This design comes from an exercise in tuning for small area and a short achievable clock period on the open sky130 flow, not from production work.
Function was not checked in any run shown here: the RTL went through the layout flow alone.
No activity file was given, so power comes from the tool's default toggle rates.

==> flow/design.v (outline; a module is shown in full before it is edited, if it fits) <==
// module fa: 4 lines
// module ha: 4 lines
// module top_fp_mul_N32_M23_E8: 1338 lines
module top_fp_mul_N32_M23_E8(input  wire clk,
                             input  wire [31:0] a1,
                             input  wire [31:0] b1,
                             output wire [31:0] y);
  // ...
==> flow/flow/run.sh <==
#!/bin/bash
bash standard.sh MATCH_CELL_FOOTPRINT=0 "BUFFER_PORTS_ARGS=-buffer_cell sky130_fd_sc_hd__buf_2" finish > standard.log 2>&1
==> flow/standard.sh <==
#!/bin/bash
# synth_recipe.tcl (not shown) runs the flow's synth.tcl, then flattens the netlist and writes it again
# the make line also repeats each setting of config.mk as NAME=value (left out here)
make -C /OpenROAD-flow-scripts/flow DESIGN_CONFIG=/design/flow/config.mk WORK_HOME=/design/flow/orfs CLKGATE_MAP_FILE= SYNTH_SCRIPT=/design/flow/synth_recipe.tcl "${@:-finish}"
==> flow/config.mk <==
export PLATFORM = sky130hd
export DESIGN_NAME = top_fp_mul_N32_M23_E8
export DESIGN_NICKNAME = top_fp_mul_N32_M23_E8
export VERILOG_FILES = /design/flow/design.v
export SDC_FILE = /design/flow/constraint.sdc
export NUM_CORES = 4
export LEC_CHECK = 0
export ABC_AREA = 1
export CAP_MARGIN = 20
export CORE_MARGIN = 2
export CORE_UTILIZATION = 50
export CTS_CLUSTER_SIZE = 30
export PLACE_DENSITY = 0.8
export SETUP_SLACK_MARGIN = 4.25
export SLEW_MARGIN = 70
export SYNTH_HIERARCHICAL = 1
==> flow/constraint.sdc <==
create_clock -name core_clock -period 8.5 [get_ports {clk}]
set_input_delay 1.7000 -clock core_clock [delete_from_list [all_inputs] [get_ports {clk}]]
set_output_delay 1.7000 -clock core_clock [all_outputs]
set_load 0.01 [all_outputs]
==> key figures, run 1 <==
Critical path
  • Cells on worst reg2reg path: 10
  • Critical path type: flip-flop to primary output
  • Critical Path Source: rx[10]
  • Reg-to-Reg End: rx[1]
  • Setup crit end: y[22]
  • Critical R2R Launch: ra_n[18]
  • Critical Path Start Type: flip-flop
  • Internal reg-to-reg setup slack: 4.33 ns

Yosys
  • Adder and majority cell fraction of the synthesized area: 0.3812
  • Leading area contributor after synthesis: fa_1
  • Synth cell count leaders: xor2_1 (312), fa_1 (266), o22ai_1 (245), nand2_1 (149), inv_1 (138)
  • Syn Area/Cell: 9.391 um^2
  • Synth unique cells: 47
  • Cells after synthesis: 1708
  • Synth Area in Compound Gates: 0.1499
  • Main combinational cell family by area after synthesis: adder cells

Final layout
  • Finished Cell Area: 18130 um^2
  • Clock buf/inv share: 0.03203
  • Sequential cell area: 2606 um^2
  • Fraction of area in registers: 0.1438

Detailed routing
  • DR vias: 13820
  • Avg WL per Cell: 22.53 um
  • WL met1: approximately 18000 um
  • First-pass detailed-route iteration total: 8

Pwr
  • PwrDens: roughly 420 nW/um^2
  • P_seq: 1.01 mW
  • Largest power group: combinational cells

Min path
  • Hold depth: 0

Global route
  • Initial antenna violation count: 0

Floorplanning
  • Die W: 183.1 um
  • I/O pin cnt: 97
  • Initial core utilization: 0.5083
  • Die ar.: 33530 um^2

Placed design
  • Area after DPL: 16910 um^2

Run status
  • Status: finished clean

STA
  • Final max-slew violation count: 0
  • Minimum clock period after layout: 4.475 ns
==> run 2: changes to the inputs <==
--- a/flow/design.v
+++ b/flow/design.v
@@ -1265,55 +1265,58 @@
   wire cg14 = (lx[15] & ly[15]) | ((lx[15] | ly[15]) & cg12);
   wire cp14 = (lx[15] | ly[15]) & cp12;
   wire cg15 = (lx[17] & ly[17]) | ((lx[17] | ly[17]) & (lx[16] & ly[16]));
   wire cp15 = (lx[17] | ly[17]) & (lx[16] | ly[16]);
   wire cg16 = cg14 | (cp14 & cg13);
   wire cp16 = cp14 & cp13;
   wire cg17 = (lx[18] & ly[18]) | ((lx[18] | ly[18]) & cg15);
   wire cp17 = (lx[18] | ly[18]) & cp15;
-  wire cg18 = (lx[20] & ly[20]) | ((lx[20] | ly[20]) & (lx[19] & ly[19]));
-  wire cp18 = (lx[20] | ly[20]) & (lx[19] | ly[19]);
-  wire cg19 = cg17 | (cp17 & cg16);
-  wire cp19 = cp17 & cp16;
+  wire cg18 = (lx[21] & ly[21]) | ((lx[21] | ly[21]) & (lx[20] & ly[20]));
+  wire cp18 = (lx[21] | ly[21]) & (lx[20] | ly[20]);
+  wire cg19 = (lx[19] & ly[19]) | ((lx[19] | ly[19]) & cg17);
+  wire cp19 = (lx[19] | ly[19]) & cp17;
   wire cg20 = cg18 | (cp18 & cg19);
   wire cp20 = cp18 & cp19;
-  wire q_c21 = cg20;    
-  wire q_g21 = lx[21] & ly[21], q_t21 = lx[21] | ly[21];
-  wire q_g22 = c231 & s250, q_t22 = c231 | s250;
-  wire q_c22 = q_g21 | (q_t21 & q_c21);
-  wire q_c23n = q_g22 | (q_t22 & q_g21) | (q_t22 & q_t21 & q_c21);
-  wire q_p22n = (c231 ^ s250) ^ q_c22;
-  wire [24:0] hx = {(c579 ^ n11), (c577 ^ s578), (c573 ^ s576), (c569 ^ s572), (c563 ^ s568), (c557 ^ s562), (c549 ^ s556), (c541 ^ s548), (c531 ^ s540), (c521 ^ s530), (c509 ^ s520), (c497 ^ s508), (c483 ^ s496), (c469 ^ s482), (c453 ^ s468), (c437 ^ s452), (c419 ^ s436), (c401 ^ s418), (c381 ^ s400), (c361 ^ s380), (c339 ^ s360), (c317 ^ s338), (c295 ^ s316), (c273 ^ s294), s272};
-  wire [23:0] hy = {(c579 & n11), (c577 & s578), (c573 & s576), (c569 & s572), (c563 & s568), (c557 & s562), (c549 & s556), (c541 & s548), (c531 & s540), (c521 & s530), (c509 & s520), (c497 & s508), (c483 & s496), (c469 & s482), (c453 & s468), (c437 & s452), (c419 & s436), (c401 & s418), (c381 & s400), (c361 & s380), (c339 & s360), (c317 & s338), (c295 & s316), (c273 & s294)};
+  wire cg21 = cg20 | (cp20 & cg16);
+  wire cp21 = cp20 & cp16;
+  wire [22:22] lsum;
+  assign lsum[22] = cg21;
+  wire [0:0] mx = {c231 ^ s250};    
+  wire [0:0] my = {c231 & s250};    
+  wire [24:0] hx = {(c579 ^ n11), (c577 ^ s578), (c573 ^ s576), (c569 ^ s572), (c563 ^ s568), (c557 ^ s562), (c549 ^ s556), (c541 ^ s548), (c531 ^ s540), (c521 ^ s530), (c509 ^ s520), (c497 ^ s508), (c483 ^ s496), (c469 ^ s482), (c453 ^ s468), (c437 ^ s452), (c419 ^ s436), (c401 ^ s418), (c381 ^ s400), (c361 ^ s380), (c339 ^ s360), (c317 ^ s338), (c295 ^ s316), c273, s272};
+  wire [23:0] hy = {(c579 & n11), (c577 & s578), (c573 & s576), (c569 & s572), (c563 & s568), (c557 & s562), (c549 & s556), (c541 & s548), (c531 & s540), (c521 & s530), (c509 & s520), (c497 & s508), (c483 & s496), (c469 & s482), (c453 & s468), (c437 & s452), (c419 & s436), (c401 & s418), (c381 & s400), (c361 & s380), (c339 & s360), (c317 & s338), (c295 & s316), s294};
   reg  [24:0] rx;           
   reg  [23:0] ry;
-  reg         rc23, rr0, rr1, rs2;   
+  reg  [0:0] rmx, rmy;     
+  reg         rcj, rS2, rs2;
   reg  [7:0]  re2;
   always @(posedge clk) begin
     rx   <= hx;
     ry   <= hy;
-    rc23 <= q_c23n;
-    rr0  <= q_p22n & rS;
-    rr1  <= q_p22n | rS;
+    rmx  <= mx;
+    rmy  <= my;
+    rcj  <= lsum[22];
+    rS2  <= rS;
     rs2  <= rs;
     re2  <= re;
   end
-  wire q_c23 = rc23;
-  wire r1 = rr1;
-  wire r0 = rr0;
+  wire q_p22 = rmx[0] ^ rcj;
+  wire q_c23 = rmy[0] | (rmx[0] & rcj);
+  wire r1 = q_p22 | rS2;
+  wire r0 = q_p22 & rS2;
   wire q_p0 = rx[0] ^ q_c23;
   wire q_g0 = rx[0] & q_c23;
   wire ci_n  = q_g0;                  
   wire ci_r0 = q_g0 | (q_p0 & r0);
   wire ci_r1 = q_g0 | (q_p0 & r1);
   wire [24:1] p, g;
   genvar b;
   generate for (b = 1; b <= 24; b = b + 1) begin : g_pg
-    if (b > 0) begin : g_reg
+    if (b > 1) begin : g_reg
       assign p[b] = rx[b];
       assign g[b] = ry[b-1];
     end else begin : g_add
       assign p[b] = rx[b] ^ ry[b-1];
       assign g[b] = rx[b] & ry[b-1];
     end
   end endgenerate
   wire [23:0] gl [0:5];
==> flow/config.mk (replaced) <==
export PLATFORM = sky130hd
export DESIGN_NAME = top_fp_mul_N32_M23_E8
export DESIGN_NICKNAME = top_fp_mul_N32_M23_E8
export VERILOG_FILES = /design/flow/design.v
export SDC_FILE = /design/flow/constraint.sdc
export NUM_CORES = 4
export LEC_CHECK = 0
export ABC_AREA = 1
export CAP_MARGIN = 20
export CORE_MARGIN = 2
export CORE_UTILIZATION = 40
export CTS_CLUSTER_SIZE = 30
export PLACE_DENSITY = 0.75
export SETUP_SLACK_MARGIN = 3.75
export SLEW_MARGIN = 70
export SYNTH_HIERARCHICAL = 1
==> run 2 against run 1 <==
Non-clock buffer count fell by 12. Clock skew rose by 0.00073 ns. Wire length rose by 0.26%. Final area fell by 0.20%. Die area rose by 27%. Via count fell by 0.37%. Synthesized cell count rose by 3.0%. Worst hold slack barely moved. Global-route usage fell by 5.8 points. Critical path type unchanged.
==> key figures, run 2 <==
Critical path
  • Req. time, crit path: 6.80 ns (about the same)
  • Critical R2R Launch: one_n[5] (was ra_n[18])
  • Worst EP arrival: 2.84 ns (was 2.78 ns)
  • Critical Path Source: rx[1] (was rx[10])
  • Crit. End Element: primary output (unchanged)
  • CP Max Fanout: 10 (was 5)
  • Critical path type: flip-flop to primary output (unchanged)
  • Critical Path Start Type: flip-flop (unchanged)

Floorplanning
  • I/O pin cnt: 97 (unchanged)
  • Chip height: 206.0 um (was 183.1 um)
  • Die ar.: 42440 um^2 (was 33530 um^2)
  • Core Box Area: 40550 um^2 (was 31560 um^2)
  • Row count: 74 (was 65)
  • Initial core utilization: 0.4025 (was 0.5083)
  • Die W: 206.0 um (was 183.1 um)

Global route
  • Met2 GRT Util: 0.3497 (was 0.4455)
  • Global route hottest layer: met2 (unchanged)
  • First-pass GRT wire length: 76060 um (was 75620 um)
  • GRT overflow: 0 (unchanged)
  • Global Route met3 Usage: 0.08231 (was 0.09770)
  • GR Util All Layers: 0.2313 (was 0.2891)
  • Largest net degree at the start of global routing: 41 (was 28)
  • Vias in the first global route: 14290 (was 14430)
  • Initial antenna violation count: 0 (unchanged)
  • Met1 Use GR: 0.3008 (was 0.3602)

Final layout
  • Most common cell after layout, fill and taps aside: xor2_1 (unchanged)
  • Max reg flops: 25 (unchanged)
  • Commonest non-fill, non-tap cells in the layout: xor2_1 (294), fa_1 (267), o22ai_1 (243) (was xor2_1 (311), fa_1 (266), o22ai_1 (242))
  • Finished Cell Area: 18090 um^2 (was 18130 um^2)
  • Area growth, synth to finish: 10.83% (was 13.02%)
  • Biggest register: rx
  • Final net count: 2189 (was 2149)
  • Antenna fix cells: 0 (unchanged)
  • Share of cells above drive strength 1: 0.1283 (was 0.1505)

STA
  • Setup violations, final: 0 (unchanged)
  • Setup TNS: 0 ns (unchanged)
  • Worst slew pin tran: 0.4212 ns (was 0.4263 ns)
  • Slew margin rel.: 0.7192 (was 0.7122)
  • Clock skew: 0.009323 ns (was 0.008593 ns)
  • Endpoints failing hold: 0 (unchanged)
  • Highest clock rate: 220.2 MHz (was 223.5 MHz)
  • Final max-slew violation count: 0 (unchanged)
  • Minimum clock period after layout: 4.542 ns (was 4.475 ns)
  • RSZ-0062 raised after global routing: no (was yes)
  • Crit share post-route: 0.5343 (was 0.5265)

Detailed routing
  • DR vias: 13770 (was 13820)
  • Avg WL per Cell: 20.94 um (was 22.53 um)
  • Vias per std cell: 5.885 (was 6.370)
  • First DRT Iteration DRCs: 1683 (was 1883)
  • Drc violations: 0 (unchanged)
  • Post-Route WL: 49010 um (was 48880 um)
  • Detail Route Antenna Nets: 0 (unchanged)
  • First-pass detailed-route iteration total: 6 (was 8)

Yosys
  • #FFs+latches synth: 129 (was 128)
  • Number of enable flip-flop cells after synthesis: 0 (unchanged)
  • FFs w/ async S/R, synth: 0 (unchanged)
  • Main area contributors after synthesis: fa_1 (33%), dfxtp_1 (16%), xor2_1 (16%), o22ai_1 (9.3%), nand2_1 (5.0%) (was fa_1 (33%), xor2_1 (17%), dfxtp_1 (16%), o22ai_1 (9.6%), ha_1 (4.9%))
  • Leading area contributor after synthesis: fa_1 (unchanged)
  • Cell Area, Synth: 16320 um^2 (was 16040 um^2)
  • Post-synthesis sequential area ratio: 0.1582 (was 0.1598)
  • Post-Syn Nets: 2154 (was 2102)
  • Top FF cell, synth: dfxtp_1 (unchanged)
  • Cells after synthesis: 1760 (was 1708)
  • Most common cell in the netlist: xor2_1 (unchanged)
  • Synth unique cells: 47 (unchanged)
  • Syn Area/Cell: 9.275 um^2 (was 9.391 um^2)
  • Synth cell count leaders: xor2_1 (294), fa_1 (268), o22ai_1 (243), nand2_1 (219), dfxtp_1 (129) (was xor2_1 (312), fa_1 (266), o22ai_1 (245), nand2_1 (149), inv_1 (138))
  • Yosys warns: 7 (unchanged)
  • Top-area cell type share of the netlist area: 0.3287 (was 0.3320)

Clock network
  • CTS tree: yes (unchanged)
  • Clock Latency Late Sink: 0.44 ns (was 0.43 ns)
  • CTS max path bufs: 2 (unchanged)
  • H-tree level count: 4 (unchanged)
  • Clock transition at path regs: 0.06 ns (was 0.05 ns)
  • Root buffer cell: clkbuf_16 (unchanged)
  • CTS sink count: 129 (was 128)
  • Number of buffers created by CTS: 17 (unchanged)
  • Cts hold-fix bufs: 0 (unchanged)

Flow run
  • Max-Cap Viols: 0 (unchanged)

Min path
  • Min-Delay Startpoint: rs (was re[6])
  • Class of the worst hold path: flip-flop to flip-flop (unchanged)

Placed design
  • Dpl hpwl: 33360 um (was 31480 um)
  • RePlAce Congestion: 0.9151 (was 0.9385)
  • I/O Buffers: 96 (unchanged)
  • Area after DPL: 17400 um^2 (was 16910 um^2)

Pwr
  • PwrDens: 391.6 nW/um^2 (was 415.4 nW/um^2)
  • Peak VDD IR: 0.1935 mV (was 0.2448 mV)
  • Leakage: 7.887 nW (was 7.936 nW)

Run status
  • Status: finished clean (unchanged)
==> run 2: changes by cell type in the layout (fill, tap and decap cells not counted), moves of 9 or more <==
| cell | delta |
|---|---|
| inv_1 | -17 |
| nor2_2 | -9 |
| nor2_1 | -10 |
| buf_6 | -20 |
| xor2_1 | -17 |
| buf_4 | +18 |
| nand2_1 | +82 |
| dfxtp_1 | +11 |
==> run 2: area by class of cell <==
class	count	area (um^2)
fill	3807	22460
multi-input combinational	1370	12810
sequential	129	2601
timing repair buffer	150	943.4
tap	532	665.6
inverter	127	491.7
clock buffer	19	452.9
clock inverter	13	126.4
==> run 2: Yosys stat by module (local to each module, per instance) <==
module                 times used  cell area, um^2  flops+latches
fa                            264            20.02              0
ha                             20            12.51              0
top_fp_mul_N32_M23_E8           1            10790            129
==> run 2: where the power goes <==
part / total [mW] / switching, mW / leakage (nW) / internal (mW)
sequential: 1.01 / 0.143 / 1.09 / 0.863
clock: 0.703 / 0.282 / 0.281 / 0.421
combinational: 5.38 / 3.03 / 6.52 / 2.34
total: 7.09 / 3.46 / 7.89 / 3.63
==> run 2: layer usage <==
layer / vias to the layer above / routed length, um
li1: 5938 / -
met1: 6570 / 19310
met4: 0 / 1817
met3: 197 / 6490
met2: 1067 / 21390
met5: - / 0
==> run 2: path summary, 6_finish.rpt <==
kind	end	cells past startpoint	slack (ns)
setup / recovery	y[2]	12	3.96
hold / removal	rs2	0	0.33
setup reg to reg	rcj	14	4.23
hold reg to reg	rs2	0	0.33
==> run 2: cell families (layout without fill, tap and decap cells) <==
kind of cell | count (synthesis) | after routing | synth area share
AOI/OAI and AO/OA | 380 | 380 | 0.1446
xor gates and xnor gates | 318 | 318 | 0.1706
adders and majority gates | 329 | 329 | 0.3754
buffers and inverters | 264 | 309 | 0.06247
DFF | 129 | 129 | 0.1582
muxes | 1 | 1 | 0.0006898
and+or+nand+nor | 339 | 342 | 0.08792
==> run 2: worst max-delay path, stage by stage (launching register included) <==
cell and delay (ns):
dfxtp_1 0.36, ha_1 0.29, nand2_1 0.11, nor3_4 0.19
inv_2 0.09, nor2_4 0.10, inv_2 0.08, nor2_4 0.19
nand3_2 0.16, nand4_4 0.23, nand2_4 0.14, o21ai_0 0.27
buf_2 0.20
==> run 2: stage by stage <==
step | hold slack [ns] | total power [mW] | utilization | instances | setup WS, ns
floorplan | 0.3096 | 4.662 | - | 1760 | 4.234
global placement | 0.3097 | 5.975 | 0.4268 | 2302 | 4.061
detailed placement | 0.3121 | 6.230 | 0.4290 | 2303 | 4.037
CTS | 0.3265 | 7.023 | 0.4436 | 2335 | 3.753
global route | 0.3292 | 7.880 | 0.4461 | 2340 | 3.753
finish | 0.3250 | 7.085 | 0.4461 | 2340 | 3.958
==> run 2: what timing repair did <==
item | CTS | global route
pin swaps | 0 | 2
setup buffers | 0 | 2
setup endpoints to repair | 22 | 25
resized for setup | 5 | 7
gates cloned | 0 | 3

==> re-timing with driven ports <==
How much do the figures lean on ideal ports? The routed layouts below were timed once more, with nothing changed but the port constraints.
Step 1 assumes that a clkbuf_16 drives the clock port and a buf_2 every other input.
Step 2 also shifts input and output timing later by t, the mid clock arrival at the registers, as if the neighbouring blocks saw the same clock.
Three values: no drivers, after step 1, after step 2; two values: the first two.
run	t, ns	slack for setup (ns)	latest minus earliest clock arrival (ns)	worst register clock-pin slew, ns	pins driven straight from the clock port
run 1	0.475	4.025 / 3.976 / 4.330	0.008 / 0.009	0.06 / 0.06	1
run 2	0.475	3.958 / 3.914 / 4.233	0.010 / 0.009	0.06 / 0.06	1
After both steps every run listed still meets setup and hold.
